Context: an optimization exercise on an open-source flow, tuned for small area. The choices shown serve that exercise and are no tape-out recipe. In this exercise RTL edits were held to simulation tests only and were not proved equivalent to the original. Power figures rest on the tool's default switching activity, not on a simulated workload.

the baseline:
==> flow/design.v <==
module SDReader (
input clk,
input rst,
output sclk,
output mosi,
input miso,
output cs,
input [7:0] id,
input note_on,
input note_off,
output reg fifo_wr,
output [15:0] fifo_data,
input fifo_empty,
input fifo_prog,
output reg [2:0] state
);
localparam B_RESET = 2'd0, B_CMD0 = 2'd1, B_CMD1 = 2'd2, B_WAIT = 2'd3;
reg [1:0] bstate;
reg [3:0] bcnt;
reg bstart;
wire c0 = (bcnt == 4'd0);
wire c1 = (bcnt == 4'd1);
wire cmd17 = (bstate == B_WAIT) && c0;     
wire cmd1 = bstate[1] && !cmd17;
assign cs = (bstate == B_RESET);
reg sclk_r;
reg [7:0] dcpt;
wire dz = (dcpt == 8'd0);
wire tog = cmd17 ? dz : (dcpt == 8'hff);
wire sclk_fall = dz && !sclk_r;
assign sclk = sclk_r;
always @(posedge clk) begin
  if (rst) begin
    sclk_r <= 1'b1;
    dcpt <= 8'd0;
  end
  else begin
    if (tog) sclk_r <= ~sclk_r;
    dcpt <= (cmd17 && dz) ? 8'd0 : dcpt + 8'd1;
  end
end
reg [7:0] rsp;
reg rdy, en_q, vsi_q, sclk_q;
reg [1:0] rstate;
reg [11:0] rcpt;
localparam R_IDLE = 2'd0, R_HEADER = 2'd1, R_DATA = 2'd2, R_CRC = 2'd3;
wire dstart_w;
wire en = dstart_w | bstart;
wire rise = !sclk_q && sclk_r;
wire r_idle = (rstate == R_IDLE);
wire [2:0] cpt = rcpt[5:3];
wire cpt6 = rcpt[5] && rcpt[4];             
wire spi_en = en_q && r_idle && !cpt6;
wire vsi = r_idle && cpt6 && !rsp[7] && !rdy;
wire valid_status = !vsi_q && vsi;
wire x7 = (rcpt[2:0] == 3'b111) && (rstate == R_DATA);
wire fall_now = sclk_q && !sclk_r;
wire dvalid = x7 && fall_now;
wire [22:0] blk;
reg [7:0] cbyte;
always @(*) begin
  case (cpt)
    3'd0: cbyte = {2'b01, 1'b0, cmd17, 3'b000, cmd17 | cmd1};
    3'd1: cbyte = cmd17 ? blk[22:15] : 8'h00;
    3'd2: cbyte = cmd17 ? blk[14:7] : 8'h00;
    3'd3: cbyte = cmd17 ? {blk[6:0], 1'b0} : 8'h00;
    3'd4: cbyte = 8'h00;
    default: cbyte = cmd17 ? 8'h00 : 8'h95;
  endcase
end
assign mosi = spi_en ? cbyte[~rcpt[2:0]] : 1'b1;
always @(posedge clk) begin
  if (rise) rsp <= {rsp[6:0], miso};
  vsi_q <= vsi;
  if (rstate[1] || (r_idle && en_q))
    rcpt <= rcpt + {11'd0, rstate[1] ? rise : (sclk_fall && !cpt6)};
  else
    rcpt <= 12'd0;
end
always @(posedge clk) begin
  if (rst) begin
    rdy <= 1'b1;
    en_q <= 1'b0;
    sclk_q <= 1'b1;
    rstate <= R_IDLE;
  end
  else begin
    sclk_q <= sclk_r;
    if (en) rdy <= 1'b0;
    if (!rdy && !sclk_r) en_q <= 1'b1;
    if ((!cmd17 && valid_status) || (cmd17 && rstate == R_CRC && rcpt[4])) begin
      rdy <= 1'b1;
      en_q <= 1'b0;
    end
    if (rise) begin
      case (rstate)
        R_IDLE: if (cmd17 && vsi) rstate <= R_HEADER;
        R_HEADER: if (rsp == 8'hfe) rstate <= R_DATA;
        R_DATA: if (&rcpt) rstate <= R_CRC;
        R_CRC: if (rcpt[4:0] == 5'b10000) rstate <= R_IDLE;
      endcase
    end
  end
end
always @(posedge clk) begin
  if (rst) begin
    bstate <= B_RESET;
    bcnt <= 4'd0;
    bstart <= 1'b0;
  end
  else begin
    bstart <= 1'b0;
    if (bstate == B_RESET)
      bcnt <= bcnt + {3'b000, sclk_fall && !(&bcnt)};
    else if (valid_status)
      bcnt <= (|rsp[6:1]) ? 4'hf : {3'b000, rsp[0]};
    case (bstate)
      B_RESET:
        if (&bcnt) begin
          bstate <= B_CMD0;
          bstart <= 1'b1;
        end
      B_CMD0:
        if (rdy && c1) begin
          bstart <= 1'b1;
          bstate <= B_CMD1;
        end
      B_CMD1:
        if (rdy && (c0 || c1)) bstate <= B_WAIT;
      B_WAIT:
        if (rdy && c1) begin
          bstart <= 1'b1;
          bstate <= B_CMD1;
        end
    endcase
  end
end
localparam S_IDLE = 3'b000, S_BOOT = 3'b001, S_FIRST = 3'b100, S_FETCH = 3'b010,
           S_WAIT = 3'b011;
reg dstart;
reg [22:0] block_cnt;
reg block_part;
reg [31:0] nb_data;
reg done;              
reg [5:0] ent;         
reg ent_ok;            
reg [7:0] addr;
reg [7:0] lo;
reg sel;               
reg al;                
assign dstart_w = dstart;
assign blk = block_cnt;
assign fifo_data = {rsp, lo};
wire [32:0] nb_bor;
assign nb_bor[0] = 1'b1;
genvar gi;
generate for (gi = 0; gi < 32; gi = gi + 1) begin : g_bor
  assign nb_bor[gi+1] = nb_bor[gi] & !nb_data[gi];
end endgenerate
wire [31:0] nb_dec = nb_data ^ nb_bor[31:0];
reg nb_none;
wire finish = nb_none || nb_bor[32] || note_off;
wire st_idle = (state == S_IDLE);
wire st_boot = (state == S_BOOT);
wire st_first = (state == S_FIRST);
wire st_fetch = (state == S_FETCH);
wire st_wait = (state == S_WAIT);
wire [8:0] bc = rcpt[11:3];                     
wire end1ff = (bc == 9'h1ff);
wire ready2 = rdy && al;
wire in_ent = ent_ok && (rcpt[11:6] == ent);
wire state_end = (st_boot && ((dvalid && in_ent && rcpt[5:3] == 3'd7) ||
                              (done && ent_ok && ent == 6'd63))) ||
                 (st_first && dvalid && end1ff) ||
                 (st_fetch && x7 && rise && rcpt[11:4] == {block_part, 7'h7f} && !rcpt[3]) ||
                 finish;
wire bottom_ok = st_first ? ({block_part, addr} <= bc) : (!block_part || bc[8]);
wire go = st_idle && note_on && ready2;                  
wire b2f = st_boot && fifo_empty && sel && ready2;       
wire w2f = st_wait && !finish && fifo_prog && ready2;    
wire fe_end = st_fetch && sel;                           
wire cnt_b = st_boot && !b2f && dvalid;
wire cnt_f = st_first && !finish && !(ready2 && sel) && dvalid;
wire cnt_e = st_fetch && !sel && dvalid;
wire wr_en = (cnt_f || cnt_e) && bottom_ok;
wire cap = cnt_b && in_ent;
wire blk_ci = (cnt_f && end1ff) || (fe_end && !finish && block_part);
always @(posedge clk) begin
  if (rst) begin
    fifo_wr <= 1'b0;
    dstart <= 1'b0;
    state <= S_IDLE;
  end
  else begin
    fifo_wr <= wr_en && bc[0];
    dstart <= go || b2f || w2f;
    case (state)
      S_IDLE: if (go) state <= S_BOOT;
      S_BOOT: if (b2f) state <= S_FIRST;
      S_FIRST:
        if (finish) state <= S_IDLE;
        else if (ready2 && sel) state <= S_WAIT;
      S_FETCH:
        if (sel) state <= finish ? S_IDLE : S_WAIT;
      S_WAIT:
        if (finish) state <= S_IDLE;
        else if (w2f) state <= S_FETCH;
      default: ;
    endcase
  end
end
wire [7:0] id1 = id + 8'd1;
always @(posedge clk) begin
  if (go || b2f || w2f) done <= 1'b0;
  else if (rise && rstate == R_DATA && &rcpt) done <= 1'b1;
  if (go) begin
    ent <= id1[5:0];
    ent_ok <= (id1[7:6] == 2'b00);
  end
end
always @(posedge clk) begin
  if (rst) nb_none <= 1'b1;
  else if (cap && rcpt[5:3] == 3'd7) nb_none <= 1'b0;
  if (cap)
    case (rcpt[5:3])
      3'd0: addr <= rsp;
      3'd1: block_part <= rsp[0];
      3'd4: nb_data[7:0] <= rsp;
      3'd5: nb_data[15:8] <= rsp;
      3'd6: nb_data[23:16] <= rsp;
      3'd7: nb_data[31:24] <= rsp;
      default: ;
    endcase
  if (wr_en) nb_data <= nb_dec;
  if (fe_end && !finish) block_part <= ~block_part;
end
always @(posedge clk) begin
  if (go) block_cnt <= 23'd0;
  else if (cap && rcpt[5:3] == 3'd1) block_cnt[6:0] <= rsp[7:1];
  else if (cap && rcpt[5:3] == 3'd2) block_cnt[14:7] <= rsp;
  else if (cap && rcpt[5:3] == 3'd3) block_cnt[22:15] <= rsp;
  else if (blk_ci) block_cnt <= block_cnt + 23'd1;
end
always @(posedge clk) begin
  if (wr_en && !bc[0]) lo <= rsp;
end
always @(posedge clk) begin
  if (rst) al <= 1'b0;
  else al <= rdy;
  if ((st_boot || st_first || st_fetch) && state_end) sel <= 1'b1;
  else if (al) sel <= 1'b0;
end
endmodule
clock: 10.0 ns
lec_check: 0
cap_margin: 20
core_margin: 2
core_utilization: 75
cts_buf_list: sky130_fd_sc_hd__clkbuf_4
slew_margin: 20
standard.sh (not shown) runs the stock make flow with config.mk's settings and CLKGATE_MAP_FILE= SYNTH_SCRIPT=/design/flow/synth_recipe.tcl, a recipe that flattens the netlist after the stock synthesis.
==> flow/flow/run.sh <==
#!/bin/bash
set -o pipefail
export BUFFER_PORTS_ARGS="-buffer_cell sky130_fd_sc_hd__buf_1"
export CTS_ARGS="-sink_clustering_enable -repair_clock_nets -buf_list sky130_fd_sc_hd__clkbuf_4 -dont_use_dummy_load"
bash standard.sh > standard.log 2>&1
The baseline finished end to end and its layout was clean on timing, DRC and antenna.
The inputs of the candidate differ from those of the baseline as listed below.
# the baseline
export LEC_CHECK = 0
export CAP_MARGIN = 20
export CORE_MARGIN = 2
export CORE_UTILIZATION = 75
export CTS_BUF_LIST = sky130_fd_sc_hd__clkbuf_4
export SLEW_MARGIN = 20
create_clock -name core_clock -period 10.0 [get_ports {clk}]
# the candidate
export LEC_CHECK = 0
export CAP_MARGIN = 20
export CORE_MARGIN = 2
export CORE_UTILIZATION = 60
export CTS_BUF_LIST = sky130_fd_sc_hd__clkbuf_4
export SLEW_MARGIN = 20
create_clock -name core_clock -period 10.0 [get_ports {clk}]
Of the candidate and the baseline, the run reporting the lower clock skew was the candidate. The total power in the candidate sits about 0.37% above the value recorded for the baseline. Diff the candidate and the baseline: tap cell count lower in the baseline. In the flow results for the candidate and the baseline, the placed instance area is smaller on the baseline. Diff the baseline -> the candidate | die area | increase of 2400 um2. Against the baseline, total via count in the routed design in the candidate fell slightly.

-- afterwards: timing with drivers on the ports --
The flow's constraints put no driver on any port. The routed layouts listed below were extracted and timed again, unchanged, in two steps.
Step 1, drivers: a clkbuf_16 drives clk and a buf_2 each remaining input, both assumed.
Step 2 moves the port delays by t, midway between the first and last clock arrival at a register: inputs arrive t later, outputs are due t later. That takes back most of the time a late clock gives input paths.
Three values: ideal, step 1, step 2; two values: the first two.
run | t (ns) | slack for setup (ns) | slew at the worst register clock pin (ns)
the baseline | 0.530 | 1.273 / 1.273 / 1.273 | 0.12 / 0.12
the candidate | 0.557 | 1.311 / 1.311 / 1.311 | 0.12 / 0.12
After both steps setup and hold are still met in every run listed.
